This design comes from an exercise in tuning for small area, a short achievable clock period and few clock cycles on the open sky130 flow, not from production work.
The RTL was checked by simulation tests, not by an equivalence proof against the original design.

File: flow/run.sh
#!/bin/bash
set -e
export SETUP_SLACK_MARGIN=${FLOW_SETUP_MARGIN:-7}
bash standard.sh > standard.log 2>&1
File: standard.sh
#!/bin/bash
# synth_recipe.tcl (not shown) runs the flow's synth.tcl, then flattens the netlist and writes it again
# the make line also repeats each setting of config.mk as NAME=value (left out here)
make -C /OpenROAD-flow-scripts/flow DESIGN_CONFIG=/design/flow/config.mk WORK_HOME=/design/flow/orfs CLKGATE_MAP_FILE= SYNTH_SCRIPT=/design/flow/synth_recipe.tcl "${@:-finish}"
File: config.mk
export PLATFORM = sky130hd
export DESIGN_NAME = sa_accel
export DESIGN_NICKNAME = sa_accel
export VERILOG_FILES = /design/flow/design.v
export SDC_FILE = /design/flow/constraint.sdc
export NUM_CORES = 4
export LEC_CHECK = 0
export CAP_MARGIN = 20
export CORE_MARGIN = 2
export CORE_UTILIZATION = 40
export SLEW_MARGIN = 20
File: constraint.sdc
create_clock -name core_clock -period 11.0 [get_ports {clk}]
set_input_delay 2.2000 -clock core_clock [delete_from_list [all_inputs] [get_ports {clk}]]
set_output_delay 2.2000 -clock core_clock [all_outputs]
set_load 0.01 [all_outputs]
File: design.v
module quantize (
    input  logic [22:0] acc,
    input  logic        cp,
    output logic [7:0]  quantized_data
);
    logic [10:0] hi;
    logic        allz, allo, s, uni, c;
    logic [6:0]  w;
    assign hi   = acc[22:12];
    assign allz = cp ? (&hi) : ~(|hi);
    assign allo = cp ? (hi == 11'h7fe) : (&hi);
    assign s    = hi[10] ^ (cp & (&hi[9:0]));
    assign uni  = (allz & ~acc[11] & ~acc[10]) | (allo & acc[11] & acc[10]);
    assign w    = acc[9:3];
    assign c    = s ? (acc[2] & (acc[1] | acc[0])) : acc[2];
    always_comb begin
        if (!uni)         quantized_data = s ? 8'h80 : 8'h7f;
        else if (s)       quantized_data = {1'b1, w} + {7'd0, c};
        else if (&w && c) quantized_data = 8'h7f;
        else              quantized_data = {1'b0, w} + {7'd0, c};
    end
endmodule
module shift_register #(
    parameter LEN = 1,
    parameter W   = 8
) (
    input  logic         clk,
    input  logic [W-1:0] din,
    output logic [W-1:0] dout
);
    logic [W-1:0] sr [0:LEN-1];
    always_ff @(posedge clk) begin
        sr[0] <= din;
        for (int i = 1; i < LEN; i++) sr[i] <= sr[i-1];
    end
    assign dout = sr[LEN-1];
endmodule
module shift_array (
    input  logic             clk,
    input  logic [31:0]      a_in,       
    input  logic [7:0]       b0_in,      
    input  logic [3:1][7:0]  b_in,       
    output logic [3:0][31:0] a_col,      
    output logic [3:0][11:0] bd_col      
);
    function automatic logic [11:0] booth_enc(input logic [7:0] b);
        logic [3:0] one, two, neg;
        logic bm1, b0, b1;
        for (int k = 0; k < 4; k++) begin
            bm1 = (k == 0) ? 1'b0 : b[2*k-1];
            b0  = b[2*k];
            b1  = b[2*k+1];
            one[k] = b0 ^ bm1;
            two[k] = (b1 & ~b0 & ~bm1) | (~b1 & b0 & bm1);
            neg[k] = b1;
        end
        booth_enc = {neg, two, one};
    endfunction
    assign a_col[0] = a_in;
    always_ff @(posedge clk) begin
        bd_col[0] <= booth_enc(b0_in);
    end
    generate
        for (genvar m = 1; m < 4; m++) begin : g_col
            shift_register #(.LEN(1), .W(32)) u_a (
                .clk(clk), .din(a_col[m-1]), .dout(a_col[m]));
            logic [7:0] b_pre;
            if (m == 1) begin : g_direct
                assign b_pre = b_in[m];
            end else begin : g_delay
                shift_register #(.LEN(m-1), .W(8)) u_b (
                    .clk(clk), .din(b_in[m]), .dout(b_pre));
            end
            always_ff @(posedge clk) begin
                bd_col[m] <= booth_enc(b_pre);
            end
        end
    endgenerate
endmodule
module mac_pe (
    input  logic        clk,
    input  logic        first,
    input  logic [7:0]  a,
    input  logic [3:0]  one, two, neg,   
    output logic [22:0] acc,
    output logic        cpend    
);
    logic pp1;
    logic pp2;
    logic pp3;
    logic pp4;
    logic pp5;
    logic pp6;
    logic pp7;
    logic pp8;
    logic pp9;
    logic ns10;
    logic pp11;
    logic pp12;
    logic pp13;
    logic pp14;
    logic pp15;
    logic pp16;
    logic pp17;
    logic pp18;
    logic pp19;
    logic ns20;
    logic pp21;
    logic pp22;
    logic pp23;
    logic pp24;
    logic pp25;
    logic pp26;
    logic pp27;
    logic pp28;
    logic pp29;
    logic ns30;
    logic pp31;
    logic pp32;
    logic pp33;
    logic pp34;
    logic pp35;
    logic pp36;
    logic pp37;
    logic pp38;
    logic pp39;
    logic ns40;
    logic g41;
    logic g42;
    logic g43;
    logic g44;
    logic g45;
    logic g46;
    logic g47;
    logic g48;
    logic g49;
    logic g50;
    logic g51;
    logic g52;
    logic g53;
    logic g54;
    logic g55;
    logic g56;
    logic g57;
    logic g58;
    logic g59;
    logic g60;
    logic g61;
    logic g62;
    logic g63;
    logic g64;
    logic s65;
    logic c66;
    logic s67;
    logic c68;
    logic s69;
    logic c70;
    logic s71;
    logic c72;
    logic s73;
    logic c74;
    logic s75;
    logic c76;
    logic s77;
    logic c78;
    logic s79;
    logic c80;
    logic s81;
    logic c82;
    logic s83;
    logic c84;
    logic s85;
    logic c86;
    logic s87;
    logic s88;
    logic c89;
    logic s90;
    logic c91;
    logic s92;
    logic c93;
    logic s94;
    logic c95;
    logic s96;
    logic c97;
    logic s98;
    logic c99;
    logic s100;
    logic c101;
    logic s102;
    logic c103;
    logic s104;
    logic c105;
    logic s106;
    logic c107;
    logic s108;
    logic c109;
    logic s110;
    logic c111;
    logic s112;
    logic c113;
    logic s114;
    logic c115;
    logic s116;
    logic c117;
    logic s118;
    logic c119;
    logic s120;
    logic c121;
    logic s122;
    logic c123;
    logic s124;
    logic c125;
    logic s126;
    logic c127;
    logic s128;
    logic c129;
    logic s130;
    logic c131;
    logic s132;
    logic c133;
    logic s134;
    logic c135;
    logic s136;
    logic c137;
    logic s138;
    logic c139;
    logic s140;
    logic c141;
    logic s142;
    logic c143;
    logic s144;
    logic s145;
    logic s146;
    logic s147;
    logic s148;
    logic s149;
    logic s150;
    logic s151;
    assign pp1 = ((one[0] & a[0])) ^ neg[0];
    assign pp2 = ((one[0] & a[1]) | (two[0] & a[0])) ^ neg[0];
    assign pp3 = ((one[0] & a[2]) | (two[0] & a[1])) ^ neg[0];
    assign pp4 = ((one[0] & a[3]) | (two[0] & a[2])) ^ neg[0];
    assign pp5 = ((one[0] & a[4]) | (two[0] & a[3])) ^ neg[0];
    assign pp6 = ((one[0] & a[5]) | (two[0] & a[4])) ^ neg[0];
    assign pp7 = ((one[0] & a[6]) | (two[0] & a[5])) ^ neg[0];
    assign pp8 = ((one[0] & a[7]) | (two[0] & a[6])) ^ neg[0];
    assign pp9 = ((one[0] & a[7]) | (two[0] & a[7])) ^ neg[0];
    assign ns10 = ~pp9;
    assign pp11 = ((one[1] & a[0])) ^ neg[1];
    assign pp12 = ((one[1] & a[1]) | (two[1] & a[0])) ^ neg[1];
    assign pp13 = ((one[1] & a[2]) | (two[1] & a[1])) ^ neg[1];
    assign pp14 = ((one[1] & a[3]) | (two[1] & a[2])) ^ neg[1];
    assign pp15 = ((one[1] & a[4]) | (two[1] & a[3])) ^ neg[1];
    assign pp16 = ((one[1] & a[5]) | (two[1] & a[4])) ^ neg[1];
    assign pp17 = ((one[1] & a[6]) | (two[1] & a[5])) ^ neg[1];
    assign pp18 = ((one[1] & a[7]) | (two[1] & a[6])) ^ neg[1];
    assign pp19 = ((one[1] & a[7]) | (two[1] & a[7])) ^ neg[1];
    assign ns20 = ~pp19;
    assign pp21 = ((one[2] & a[0])) ^ neg[2];
    assign pp22 = ((one[2] & a[1]) | (two[2] & a[0])) ^ neg[2];
    assign pp23 = ((one[2] & a[2]) | (two[2] & a[1])) ^ neg[2];
    assign pp24 = ((one[2] & a[3]) | (two[2] & a[2])) ^ neg[2];
    assign pp25 = ((one[2] & a[4]) | (two[2] & a[3])) ^ neg[2];
    assign pp26 = ((one[2] & a[5]) | (two[2] & a[4])) ^ neg[2];
    assign pp27 = ((one[2] & a[6]) | (two[2] & a[5])) ^ neg[2];
    assign pp28 = ((one[2] & a[7]) | (two[2] & a[6])) ^ neg[2];
    assign pp29 = ((one[2] & a[7]) | (two[2] & a[7])) ^ neg[2];
    assign ns30 = ~pp29;
    assign pp31 = ((one[3] & a[0])) ^ neg[3];
    assign pp32 = ((one[3] & a[1]) | (two[3] & a[0])) ^ neg[3];
    assign pp33 = ((one[3] & a[2]) | (two[3] & a[1])) ^ neg[3];
    assign pp34 = ((one[3] & a[3]) | (two[3] & a[2])) ^ neg[3];
    assign pp35 = ((one[3] & a[4]) | (two[3] & a[3])) ^ neg[3];
    assign pp36 = ((one[3] & a[5]) | (two[3] & a[4])) ^ neg[3];
    assign pp37 = ((one[3] & a[6]) | (two[3] & a[5])) ^ neg[3];
    assign pp38 = ((one[3] & a[7]) | (two[3] & a[6])) ^ neg[3];
    assign pp39 = ((one[3] & a[7]) | (two[3] & a[7])) ^ neg[3];
    assign ns40 = ~pp39;
    assign g41 = acc[0] & ~first;
    assign g42 = acc[1] & ~first;
    assign g43 = acc[2] & ~first;
    assign g44 = acc[3] & ~first;
    assign g45 = acc[4] & ~first;
    assign g46 = acc[5] & ~first;
    assign g47 = acc[6] & ~first;
    assign g48 = acc[7] & ~first;
    assign g49 = acc[8] & ~first;
    assign g50 = acc[9] & ~first;
    assign g51 = acc[10] & ~first;
    assign g52 = acc[11] & ~first;
    assign g53 = acc[12] & ~first;
    assign g54 = acc[13] & ~first;
    assign g55 = acc[14] & ~first;
    assign g56 = acc[15] & ~first;
    assign g57 = acc[16] & ~first;
    assign g58 = acc[17] & ~first;
    assign g59 = acc[18] & ~first;
    assign g60 = acc[19] & ~first;
    assign g61 = acc[20] & ~first;
    assign g62 = acc[21] & ~first;
    assign g63 = acc[22] & ~first;
    assign g64 = cpend & ~first;
    assign s65 = neg[2] ^ g45;
    assign c66 = neg[2] & g45;
    assign s67 = g46 ^ pp6;
    assign c68 = g46 & pp6;
    assign s69 = neg[3] ^ g47 ^ pp7;
    assign c70 = (neg[3] & g47) | (neg[3] & pp7) | (g47 & pp7);
    assign s71 = pp15 ^ pp23;
    assign c72 = pp15 & pp23;
    assign s73 = g48 ^ pp8 ^ pp16;
    assign c74 = (g48 & pp8) | (g48 & pp16) | (pp8 & pp16);
    assign s75 = pp24 ^ pp32;
    assign c76 = pp24 & pp32;
    assign s77 = ~(g49 ^ pp17);
    assign c78 = g49 | pp17;
    assign s79 = pp25 ^ pp33 ^ ns10;
    assign c80 = (pp25 & pp33) | (pp25 & ns10) | (pp33 & ns10);
    assign s81 = ~(g50 ^ pp18);
    assign c82 = g50 | pp18;
    assign s83 = pp26 ^ pp34;
    assign c84 = pp26 & pp34;
    assign s85 = g51 ^ pp27 ^ pp35;
    assign c86 = (g51 & pp27) | (g51 & pp35) | (pp27 & pp35);
    assign s87 = ~g52;
    assign s88 = g53 ^ g64;
    assign c89 = g53 & g64;
    assign s90 = neg[1] ^ g43;
    assign c91 = neg[1] & g43;
    assign s92 = g44 ^ pp4;
    assign c93 = g44 & pp4;
    assign s94 = s65 ^ pp5 ^ pp13;
    assign c95 = (s65 & pp5) | (s65 & pp13) | (pp5 & pp13);
    assign s96 = c66 ^ pp14 ^ pp22;
    assign c97 = (c66 & pp14) | (c66 & pp22) | (pp14 & pp22);
    assign s98 = pp31 ^ c68 ^ s71;
    assign c99 = (pp31 & c68) | (pp31 & s71) | (c68 & s71);
    assign s100 = c72 ^ s75 ^ c70;
    assign c101 = (c72 & s75) | (c72 & c70) | (s75 & c70);
    assign s102 = c76 ^ c74 ^ s77;
    assign c103 = (c76 & c74) | (c76 & s77) | (c74 & s77);
    assign s104 = s83 ^ c78 ^ s81;
    assign c105 = (s83 & c78) | (s83 & s81) | (c78 & s81);
    assign s106 = c84 ^ ns20 ^ c82;
    assign c107 = (c84 & ns20) | (c84 & c82) | (ns20 & c82);
    assign s108 = s87 ^ pp28 ^ pp36;
    assign c109 = (s87 & pp28) | (s87 & pp36) | (pp28 & pp36);
    assign s110 = g52 ^ s88 ^ pp37;
    assign c111 = (g52 & s88) | (g52 & pp37) | (s88 & pp37);
    assign s112 = ~(g54 ^ c89);
    assign c113 = g54 | c89;
    assign s114 = neg[0] ^ g41;
    assign c115 = neg[0] & g41;
    assign s116 = g42 ^ pp2;
    assign c117 = g42 & pp2;
    assign s118 = s90 ^ pp3 ^ pp11;
    assign c119 = (s90 & pp3) | (s90 & pp11) | (pp3 & pp11);
    assign s120 = c91 ^ pp12 ^ s92;
    assign c121 = (c91 & pp12) | (c91 & s92) | (pp12 & s92);
    assign s122 = pp21 ^ c93 ^ s94;
    assign c123 = (pp21 & c93) | (pp21 & s94) | (c93 & s94);
    assign s124 = s67 ^ c95 ^ s96;
    assign c125 = (s67 & c95) | (s67 & s96) | (c95 & s96);
    assign s126 = c97 ^ s69 ^ s98;
    assign c127 = (c97 & s69) | (c97 & s98) | (s69 & s98);
    assign s128 = s73 ^ c99 ^ s100;
    assign c129 = (s73 & c99) | (s73 & s100) | (c99 & s100);
    assign s130 = s79 ^ c101 ^ s102;
    assign c131 = (s79 & c101) | (s79 & s102) | (c101 & s102);
    assign s132 = c80 ^ c103 ^ s104;
    assign c133 = (c80 & c103) | (c80 & s104) | (c103 & s104);
    assign s134 = s85 ^ c105 ^ s106;
    assign c135 = (s85 & c105) | (s85 & s106) | (c105 & s106);
    assign s136 = s108 ^ c86 ^ c107;
    assign c137 = (s108 & c86) | (s108 & c107) | (c86 & c107);
    assign s138 = ns30 ^ c109 ^ s110;
    assign c139 = (ns30 & c109) | (ns30 & s110) | (c109 & s110);
    assign s140 = pp38 ^ c111 ^ s112;
    assign c141 = (pp38 & c111) | (pp38 & s112) | (c111 & s112);
    assign s142 = g55 ^ ns40 ^ c113;
    assign c143 = (g55 & ns40) | (g55 & c113) | (ns40 & c113);
    assign s144 = ~g56;
    assign s145 = ~g57;
    assign s146 = ~g58;
    assign s147 = ~g59;
    assign s148 = ~g60;
    assign s149 = ~g61;
    assign s150 = ~g62;
    assign s151 = ~g63;
    logic [22:0] r0, r1;
    assign r0 = {g62, g61, g60, g59, g58, g57, g56, c143, c141, c139, c137, c135, c133, c131, c129, c127, c125, c123, c121, c119, c117, c115, s114};
    assign r1 = {s151, s150, s149, s148, s147, s146, s145, s144, s142, s140, s138, s136, s134, s132, s130, s128, s126, s124, s122, s120, s118, s116, pp1};
    logic [12:0] lo;
    assign lo = {1'b0, r0[11:0]} + {1'b0, r1[11:0]};
    always_ff @(posedge clk) begin
        acc[11:0] <= lo[11:0];
        cpend <= lo[12];
        acc[22:12] <= r0[22:12] + r1[22:12];
    end
endmodule
module systolic_NxN_cfg (
    input  logic             clk,
    input  logic [3:0][31:0] a_col,
    input  logic [3:0][11:0] bd_col,    
    input  logic [3:0]       first,     
    output logic [3:0][3:0][22:0] psum,  
    output logic [3:0][3:0]       cpend  
);
    generate
        for (genvar m = 0; m < 4; m++) begin : g_m
            for (genvar x = 0; x < 4; x++) begin : g_x
                mac_pe u_pe (
                    .clk(clk), .first(first[m]), .a(a_col[m][8*x +: 8]),
                    .one(bd_col[m][3:0]), .two(bd_col[m][7:4]), .neg(bd_col[m][11:8]),
                    .acc(psum[m][x]), .cpend(cpend[m][x]));
            end
        end
    endgenerate
endmodule
module SA_with_shift_cfg (
    input  logic        clk,
    input  logic        rst_n,
    input  logic        start_all,
    input  logic [7:0]  k_param,
    input  logic        out_mode,
    input  logic [7:0]  row_shape,
    input  logic [7:0]  col_shape,
    output logic        done_all,
    output logic        ren_n,
    output logic [12:0] raddr_row,
    input  logic [31:0] rdata_row,
    output logic [12:0] raddr_col,
    input  logic [31:0] rdata_col,
    output logic        wen_n,
    output logic [12:0] waddr,
    output logic [31:0] data_out
);
    logic        busy;
    logic [7:0]  cnt;         
    logic [7:0]  inner;       
    logic [7:0]  outer;       
    logic [12:0] base_a;      
    logic        ren_q;       
    logic        first_q;     
    logic [12:0] ra_row, ra_col;
    logic        mode;
    logic [7:0]  kq, n_outer, n_inner, slot_m1;
    logic go;    
    always_ff @(posedge clk or negedge rst_n) begin
        if (!rst_n) go <= 1'b0;
        else        go <= start_all && !busy && !go;
    end
    always_ff @(posedge clk) begin
        if (!busy && !go) begin
            mode    <= out_mode;
            kq      <= k_param;
            n_outer <= out_mode ? col_shape : row_shape;
            n_inner <= out_mode ? row_shape : col_shape;
            slot_m1 <= (k_param < 8'd4) ? 8'd3 : k_param - 8'd1;
        end
    end
    logic end_blk, inner_last, last_blk, job_last;
    assign end_blk    = busy && (cnt == 8'd0);
    assign inner_last = (inner == 8'd0);
    assign job_last   = end_blk && inner_last && (outer == 8'd0);
    assign last_blk   = end_blk;
    logic [12:0] ra_a, ra_b, na_a, na_b;
    assign ra_a = mode ? ra_col : ra_row;
    assign ra_b = mode ? ra_row : ra_col;
    always_comb begin
        na_a = ra_a;
        na_b = ra_b;
        if (ren_q) begin
            na_a = ra_a + 13'd1;
            na_b = ra_b + 13'd1;
            if (end_blk) begin
                if (inner_last) na_b = 13'd0;
                else            na_a = base_a;
            end
        end
    end
    logic       busy_n;
    logic [7:0] cnt_n;
    always_comb begin
        busy_n = busy;
        cnt_n  = cnt - 8'd1;
        if (!busy) begin
            busy_n = go;
            cnt_n  = slot_m1;
        end else if (cnt == 8'd0) begin
            busy_n = !job_last;
            cnt_n  = slot_m1;
        end
    end
    always_ff @(posedge clk or negedge rst_n) begin
        if (!rst_n) begin
            busy    <= 1'b0;
            cnt     <= 8'd0;
            inner   <= 8'd0;
            outer   <= 8'd0;
            base_a  <= 13'd0;
            ren_q   <= 1'b0;
            first_q <= 1'b0;
            ra_row  <= 13'd0;
            ra_col  <= 13'd0;
        end else begin
            busy    <= busy_n;
            cnt     <= cnt_n;
            ren_q   <= busy_n && (cnt_n < kq);
            first_q <= busy_n && (cnt_n == kq - 8'd1);
            if (!busy) begin
                inner  <= n_inner - 8'd1;
                outer  <= n_outer - 8'd1;
                base_a <= 13'd0;
                ra_row <= 13'd0;
                ra_col <= 13'd0;
            end else begin
                if (end_blk) begin
                    if (inner_last) begin
                        inner  <= n_inner - 8'd1;
                        outer  <= outer - 8'd1;
                        base_a <= ra_a + 13'd1;
                    end else begin
                        inner  <= inner - 8'd1;
                    end
                end
                ra_row <= mode ? na_b : na_a;
                ra_col <= mode ? na_a : na_b;
            end
        end
    end
    assign ren_n     = !ren_q;
    assign raddr_row = ra_row;
    assign raddr_col = ra_col;
    logic [6:0] p_val, p_first, p_last, p_job;
    always_ff @(posedge clk or negedge rst_n) begin
        if (!rst_n) begin
            p_val   <= '0;
            p_first <= '0;
            p_last  <= '0;
            p_job   <= '0;
        end else begin
            p_val   <= {p_val[5:0],   ren_q};
            p_first <= {p_first[5:0], ren_q && first_q};
            p_last  <= {p_last[5:0],  last_blk};
            p_job   <= {p_job[5:0],   job_last};
        end
    end
    logic [31:0]     a_word, b_word;
    logic [31:0]     a_reg;
    logic [3:1][7:0] b_reg;
    assign a_word = mode ? rdata_col : rdata_row;
    assign b_word = mode ? rdata_row : rdata_col;
    always_ff @(posedge clk) begin
        a_reg <= p_val[0] ? a_word : 32'd0;
        b_reg <= b_word[31:8];
    end
    logic [3:0][31:0] a_col;
    logic [3:0][11:0] bd_col;
    shift_array u_skew (
        .clk(clk), .a_in(a_reg), .b0_in(b_word[7:0]), .b_in(b_reg),
        .a_col(a_col), .bd_col(bd_col));
    logic [3:0][3:0][22:0] psum;
    logic [3:0][3:0]       cpend;
    systolic_NxN_cfg u_array (
        .clk(clk), .a_col(a_col), .bd_col(bd_col),
        .first(p_first[4:1]), .psum(psum), .cpend(cpend));
    logic [3:0] wr;
    assign wr = p_last[5:2];
    logic [3:0][22:0] sel_acc;
    logic [3:0]       sel_cp;
    always_comb begin
        for (int x = 0; x < 4; x++) begin
            sel_acc[x] = '0;
            sel_cp[x]  = 1'b0;
            for (int m = 0; m < 4; m++)
                if (wr[m]) begin
                    sel_acc[x] = psum[m][x];
                    sel_cp[x]  = cpend[m][x];
                end
        end
    end
    logic [3:0][7:0] q;
    generate
        for (genvar x = 0; x < 4; x++) begin : g_q
            quantize u_q (.acc(sel_acc[x]), .cp(sel_cp[x]), .quantized_data(q[x]));
        end
    endgenerate
    logic [31:0] dout_q;
    logic        wen_q, done_q;
    logic [12:0] waddr_q;
    always_ff @(posedge clk) begin
        if (|wr) dout_q <= q;
    end
    always_ff @(posedge clk or negedge rst_n) begin
        if (!rst_n) begin
            wen_q   <= 1'b0;
            done_q  <= 1'b0;
            waddr_q <= 13'h1fff;
        end else begin
            wen_q  <= |wr;
            done_q <= p_job[5];
            if (go)                 waddr_q <= 13'h1fff;
            else if (|wr)           waddr_q <= waddr_q + 13'd1;
        end
    end
    assign data_out = dout_q;
    assign wen_n    = !wen_q;
    assign waddr    = waddr_q;
    assign done_all = done_q;
endmodule
module sa_accel (
    input  logic        clk,
    input  logic        rst_n,
    input  logic        start_all,
    input  logic [7:0]  k_param,
    input  logic        out_mode,
    input  logic [7:0]  row_shape,
    input  logic [7:0]  col_shape,
    output logic        done_all,
    output logic        ren_n,
    output logic [12:0] raddr_row,
    input  logic [31:0] rdata_row,
    output logic [12:0] raddr_col,
    input  logic [31:0] rdata_col,
    output logic        wen_n,
    output logic [12:0] waddr,
    output logic [31:0] data_out
);
SA_with_shift_cfg u_SA (
    .clk(clk), .rst_n(rst_n),
    .start_all(start_all), .k_param(k_param), .out_mode(out_mode),
    .row_shape(row_shape), .col_shape(col_shape), .done_all(done_all),
    .ren_n(ren_n), .raddr_row(raddr_row), .rdata_row(rdata_row),
    .raddr_col(raddr_col), .rdata_col(rdata_col),
    .wen_n(wen_n), .waddr(waddr), .data_out(data_out)
);
endmodule
==> results of run 1 <==
==> logic make-up (layout without fill, tap and decap cells) <==
kind of cell,after synthesis,after routing,share of synthesized area (%)
buffers and inverters,1211,1363,7.318
xor gates and xnor gates,971,971,12.94
and+or+nand+nor,1511,1511,12.22
AOI/OAI and AO/OA,1493,1493,15.14
DFF,773,773,25.32
adders and majority gates,1034,1034,24.80
muxes,141,141,2.260
other,0,4,0
==> layout make-up <==
class / instances / area, um^2 / share of cell area, %
Multi-Input combinational cell: 5150 / 46080 / 60.37
Sequential cell: 773 / 16750 / 21.95
Timing Repair Buffer: 416 / 4529 / 5.934
Inverter: 771 / 2915 / 3.819
Tap cell: 2175 / 2721 / 3.565
Clock buffer: 129 / 2625 / 3.439
Clock inverter: 47 / 695.7 / 0.9114
Antenna cell: 4 / 10.01 / 0.01311
==> worst max-delay path: cells and delay by family (launching register included) <==
| family | cells | cell delay [ns] |
|---|---|---|
| AO/OA/AOI/OAI | 5 | 0.87 |
| adder cells (fa/ha/maj) | 5 | 1.77 |
| buffers and inverters | 5 | 0.43 |
| flip-flops | 1 | 0.49 |
| multiplexers | 1 | 0.14 |
| AND/OR/NAND/NOR | 3 | 0.32 |
==> repair_timing <==
| action | 4_1_cts | 5_1_grt |
|---|---|---|
| gates cloned | 9 | 7 |
| pin swaps | 41 | 219 |
| gates resized for setup | 250 | 408 |
| hold endpoints to repair | 0 | 0 |
| setup buffers | 88 | 77 |
| setup endpoints to repair | 263 | 115 |
==> cells in the mapped netlist, types with 237 or more instances <==
cell	number
dfxtp_1	608
fa_1	448
a22oi_1	477
inv_1	765
clkbuf_1	237
nand2_1	325
a21oi_1	270
xnor2_1	610
nor2b_1	252
ha_1	586
o21ai_0	305
xor2_1	361
nand2b_1	306
==> routing by layer <==
metal,up-vias,wire length (um),track usage [%]
li1,24158,-,-
met1,25581,88760,32.14
met2,1887,89120,36.14
met3,356,15920,4.247
met4,6,6693,6.282
met5,-,39,0
==> metrics by stage <==
stage,instance area [um^2],instances,setup slack (ns)
2_1_floorplan,65800,7134,6.933
3_3_place_gp,68760,9104,5.832
3_5_place_dp,68760,9104,5.778
4_1_cts,73900,9377,6.756
5_1_grt,76320,9461,6.602
6_report,76330,9465,6.848
==> path summary, 6_finish.rpt <==
check / from / endpoint / slack (ns) / cells after the start
max: u_SA.p_first[4] / u_SA.u_array.g_m[3].g_x[1].u_pe.acc[22] / 6.85 / 19
min: u_SA.b_reg[22] / u_SA.u_skew.g_col[3].g_delay.u_b.sr[0][6] / 0.33 / 0
max reg2reg: u_SA.p_first[4] / u_SA.u_array.g_m[3].g_x[1].u_pe.acc[22] / 6.85 / 19
min reg2reg: u_SA.b_reg[22] / u_SA.u_skew.g_col[3].g_delay.u_b.sr[0][6] / 0.33 / 0
max in group asynchronous: rst_n / u_SA.p_last[5] / 8.16 / 2
min in group asynchronous: rst_n / u_SA.outer[2] / 1.44 / 1
==> placed cells by master (no fill, tap or decap), types with 221 or more instances in the layout <==
cell type | netlist | final
inv_1 | 765 | 723
xnor2_1 | 610 | 603
ha_1 | 586 | 531
dfxtp_1 | 608 | 581
o21ai_0 | 305 | 245
a22oi_1 | 477 | 474
fa_1 | 448 | 423
nor2_1 | 224 | 221
nand2_1 | 325 | 325
xor2_1 | 361 | 358
nand2b_1 | 306 | 295
==> out/qor.csv, run 1 <==
stage,metric,value,unit
die,initial_utilization,40.33,%
drt,ant_nets,0,
cts,clk_pin_slew_worst_paths,0.06,ns
logic_synthesis,synth-async-reset-ratio,12.94,%
die,die_area,167600,um^2
timing,hold_viol,0,
drt,drt-initial-drc-count,4374,
timing,setup_viol,0,
drt,vias,51988,
critical_path,crit_required,11.59,ns
finish,largest_register_ffs,368,
logic_synthesis,synth_edf_count,65,
timing,fin_crit_sh,37.74,%
drt,drc,0,
cts,ctsLongestPathBuffers,3,
global_route,gr-total-overflow,0,
finish,area_growth,16.13,%
global_route,grt_pass1_wl,302200,um
cts,cts-hold-fix-buffers,0,
finish,drive_above_1_share,12.49,%
drt,drt_wl_total,200500,um
logic_synthesis,syn-instance-count,7134,
timing,slew_headroom,29.01,%
cts,cts.htree.levels,3,
global_route,grt_pass1_vias,51140,
finish,top_register,u_SA.u_array.g_m.g_x.u_pe.acc,
cts,clock-sinks,773,
cts,clk_latency,0.72,ns
die,fp.dieW,409.4,um
critical_path,slowest_stage,fa_1,
worst_hold_path,hold_class,flip-flop to flip-flop,
timing,slew_violations,0,
timing,rsz0062_at_grt,yes,
global_route,track_usage,22.97,%
critical_path,crit_fanout,8,
logic_synthesis,syn_area,65730,um^2
critical_path,cp-end-kind,flip-flop,
die,core,163000,um^2
logic_synthesis,synth_top_flop_cell,dfxtp_1,
logic_synthesis,synth_area_leader_cell,dfxtp_1,
timing,period_needed,4.152,ns
critical_path,worstPathArrival,4.74,ns
die,die_y,409.4,um
flow_run,max_cap_viol_count,0,
finish,postLayoutCoreUtil,46.84,%
drt,via_per_inst,5.493,
logic_synthesis,yosysWarnings,10,
timing,hold_ws,0.3250,ns
logic_synthesis,seq_area_frac_synth,25.32,%
placement,hpwl,139500,um
timing,fin_setup_tns,0,ns
drt,first_pass_iters,6,
cts,cts_tree,yes,
logic_synthesis,ys_top_cells_by_area,"dfxtp_1, fa_1, ha_1",
timing,tightest_slew,1.054,ns
global_route,grt_antenna_before_repair,3,
timing,fmax,240.9,MHz
timing,skew,0.01921,ns
logic_synthesis,ys_seq_elements,773,
placement,port_buffers,165,
run_status,status,no timing/DRC/antenna violations,
finish,top_regs,"u_SA.u_array.g_m.g_x.u_pe.acc (368), u_SA.u_skew.g_col.u_a.sr (96), u_SA.u_skew.bd_col (48)",
critical_path,crit_type,flip-flop to flip-flop,
cts,cts-root-buf,clkbuf_16,
die,num_rows,148,
finish,fillers,15457,
critical_path,start_kind,flip-flop,
logic_synthesis,synth_top_area_share,18.52,%
global_route,grt_max_degree,109,
placement,gp_routability_congestion,0.9000,
critical_path,path_cells,buf_6 > buf_16 > nor2b_2 > ha_1 > inv_2 > fa_1 > fa_1 > inv_1 > ha_2 > inv_1 > fa_2 > nor2b_1 > o21ai_1 > a21boi_1 > o21ai_1 > nand2b_1 > a31oi_4 > mux2i_1 > a2111oi_1,
critical_path,cp_slowest_stage_delay,0.55,ns
die,pin_count,166,
logic_synthesis,avgSynthCellArea,9.213,um^2
cts,cts_made_buffers,94,
logic_synthesis,ys_types,96,
drt,avgRoutedWirePerCell,21.19,um
finish,fin_nets,8332,
logic_synthesis,syn_nets,8260,
Testbench counts, summed over its fixed seeds: cycles 206,490.
==> inputs of run 2 (changes only) <==
==> run.sh (new file) <==
#!/bin/bash
# synth_recipe.tcl (not shown) runs the flow's synth.tcl, then flattens the netlist and writes it again
# the make line also repeats each setting of config.mk as NAME=value (left out here)
make -C /OpenROAD-flow-scripts/flow DESIGN_CONFIG=/design/flow/config.mk WORK_HOME=/design/flow/orfs CLKGATE_MAP_FILE= SYNTH_SCRIPT=/design/flow/synth_recipe.tcl finish
removed: flow/run.sh
removed: standard.sh
==> out/qor.csv, run 2 <==
stage,metric,value,unit
drt,drc,0,
cts,cts-root-buf,clkbuf_16,
timing,fmax,188.2,MHz
drt,vias,50443,
logic_synthesis,syn_area,65730,um^2
die,die_area,167600,um^2
cts,ctsLongestPathBuffers,3,
global_route,grt_pass1_vias,50883,
critical_path,crit_type,flip-flop to flip-flop,
timing,fin_crit_sh,48.30,%
die,fp.dieW,409.4,um
finish,fillers,15761,
run_status,status,no timing/DRC/antenna violations,
logic_synthesis,synth_area_leader_cell,dfxtp_1,
drt,avgRoutedWirePerCell,20.31,um
logic_synthesis,yosysWarnings,10,
logic_synthesis,seq_area_frac_synth,25.32,%
logic_synthesis,yosysMostFrequentCell,inv_1,
critical_path,crit_required,11.66,ns
logic_synthesis,syn_nets,8260,
timing,rsz0062_at_grt,no,
global_route,grt_antenna_before_repair,6,
logic_synthesis,syn-instance-count,7134,
placement,port_buffers,165,
critical_path,cp_slowest_stage_delay,0.69,ns
finish,top_register,u_SA.u_array.g_m.g_x.u_pe.acc,
timing,period_needed,5.314,ns
placement,gp_routability_congestion,0.8849,
placement,dp_cells,9102,
global_route,grt_max_degree,115,
finish,top_regs,"u_SA.u_array.g_m.g_x.u_pe.acc (368), u_SA.u_skew.g_col.u_a.sr (96), u_SA.u_skew.bd_col (48)",
critical_path,worstPathArrival,5.98,ns
logic_synthesis,synth_edf_count,65,
logic_synthesis,yosys-top-cells-count,"inv_1, xnor2_1, dfxtp_1, ha_1, a22oi_1",
worst_hold_path,hold_class,flip-flop to flip-flop,
critical_path,path_buf_inv,4,
drt,drt_wl_total,188600,um
logic_synthesis,ys_seq_elements,773,
logic_synthesis,synth_top_flop_cell,dfxtp_1,
placement,hpwl,140500,um
placement,placed_area,68750,um^2
finish,multi_input_area,44280,um^2
finish,fin_nets,8153,
critical_path,cp-end-kind,flip-flop,
cts,cts_tree,yes,
cts,cts_resized,0,
cts,clock-sinks,773,
logic_synthesis,synth-async-reset-ratio,12.94,%
timing,setup_viol,0,
cts,clk_pin_slew_worst_paths,0.06,ns
logic_synthesis,ys_types,96,
cts,cts-hold-fix-buffers,0,
global_route,grt_pass1_wl,294200,um
timing,fin_setup_tns,0,ns
timing,slew_headroom,26.24,%
die,num_rows,148,
die,initial_utilization,40.33,%
finish,stdcell_count,9286,
drt,via_per_inst,5.432,
flow_run,max_cap_viol_count,0,
logic_synthesis,synth_top_area_share,18.52,%
drt,drt-initial-drc-count,3939,
cts,clk_latency,0.75,ns
timing,tightest_slew,1.104,ns
cts,cts.htree.levels,3,
critical_path,crit_fanout,36,
timing,slew_violations,0,
finish,area_growth,9.831,%
global_route,track_usage,22.24,%
finish,layout_common_cells,"inv_1, xnor2_1, dfxtp_1",
finish,drive_above_1_share,5.513,%
timing,skew,0.03435,ns
logic_synthesis,avgSynthCellArea,9.213,um^2
critical_path,slowest_stage,dfrtp_2,
die,pin_count,166,
finish,fin_area,72190,um^2
finish,seqCellArea,16680,um^2
finish,postLayoutCoreUtil,44.30,%
logic_synthesis,ys_top_cells_by_area,"dfxtp_1, fa_1, ha_1",
cts,cts_setup_buffers,0,
critical_path,start_kind,flip-flop,
cts,cts_made_buffers,97,
die,core,163000,um^2
timing,hold_viol,0,
finish,final_common_cell,inv_1,
drt,first_pass_iters,6,
critical_path,crit_family,adder cells,
global_route,gr-total-overflow,0,
drt,ant_nets,0,
critical_path,path_cells,buf_4 > buf_4 > nor2b_1 > ha_1 > inv_1 > fa_1 > fa_1 > inv_1 > ha_1 > fa_1 > a21o_1 > a21oi_1 > o21bai_1 > a21oi_1 > o21ai_0 > a21o_1 > a21oi_1 > xor2_1,
finish,largest_register_ffs,368,
die,die_y,409.4,um
## run 2: changes by cell type in the layout (fill, tap and decap cells not counted), sizes merged
cell | before | now
dlygate4sd2 | 26 | 0
clkinvlp | 11 | 8
buf | 235 | 70
clkdlybuf4s50 | 138 | 164
bufinv | 14 | 11
bufbuf | 5 | 0
clkbuf | 141 | 129
diode | 4 | 1
clkinv | 19 | 31
## run 2: area by class of cell
| cell class | instances | area share (%) |
|---|---|---|
| Sequential cell | 773 | 23.10 |
| Timing Repair Buffer | 234 | 3.037 |
| Clock inverter | 53 | 0.9186 |
| Tap cell | 2175 | 3.770 |
| Clock buffer | 129 | 3.813 |
| Multi-Input combinational cell | 5150 | 61.34 |
| Inverter | 771 | 4.009 |
| Antenna cell | 1 | 0.003467 |
## run 2: worst paths after layout
check                                     start                                         to  slack [ns]  cells past startpoint
worst max register to register  u_SA.p_first[3]    u_SA.u_array.g_m[2].g_x[2].u_pe.acc[22]        5.69                     18
max in group asynchronous                 rst_n                            u_SA.waddr_q[1]        8.44                      3
worst max-delay path            u_SA.p_first[3]    u_SA.u_array.g_m[2].g_x[2].u_pe.acc[22]        5.69                     18
worst min register to register   u_SA.b_reg[21]  u_SA.u_skew.g_col[3].g_delay.u_b.sr[0][5]        0.32                      0
worst min-delay path             u_SA.b_reg[21]  u_SA.u_skew.g_col[3].g_delay.u_b.sr[0][5]        0.32                      0
min in group asynchronous                 rst_n                              u_SA.inner[3]        1.41                      1
## run 2: cells by family after synthesis
group | count (synthesis) | share of synthesized area (%)
mux | 141 | 2.260
flops | 773 | 25.32
simple gates | 1511 | 12.22
compound gates | 1493 | 15.14
buf+inv | 1211 | 7.318
fa+ha+maj | 1034 | 24.80
xor+xnor | 971 | 12.94
## run 2: per-layer routing
layer	vias up	global-route usage, %	wire length, um
met1	24876	31.30	87130
met3	279	4.616	14080
met2	1515	34.22	81810
li1	23769	-	-
met5	-	0	27
met4	4	6.510	5565
## run 2: through the flow
stage / setup slack [ns] / hold slack [ns]
2_1_floorplan: 6.723 / 0.3096
3_3_place_gp: 5.782 / 0.3105
3_5_place_dp: 5.739 / 0.3121
4_1_cts: 5.687 / 0.3238
5_1_grt: 5.365 / 0.3284
6_report: 5.686 / 0.3243

==> port drivers added, routing unchanged <==
No port has a modelled driver above. Below, the same layouts with a new extraction and two added sets of constraints. Step 1: set_driving_cell puts a clkbuf_16 on clk and a buf_2 on each other input, an assumption about the parent block. Step 2 also shifts input and output timing later by t, the mid clock arrival at the registers, as if the neighbouring blocks saw the same clock. Three values: ideal, step 1, step 2; two values: the first two.
run | shift t [ns] | setup slack, ns | slew at the worst register clock pin (ns)
run 1 | 0.789 | 6.848 / 6.848 / 6.835 | 0.07 / 0.07
run 2 | 0.807 | 5.686 / 5.686 / 5.686 | 0.07 / 0.07
After both steps setup and hold are still met in every run listed. For run 1, which loses most, drivers alone change the setup slack by 0.000 ns; drivers and shift together by -0.013 ns.
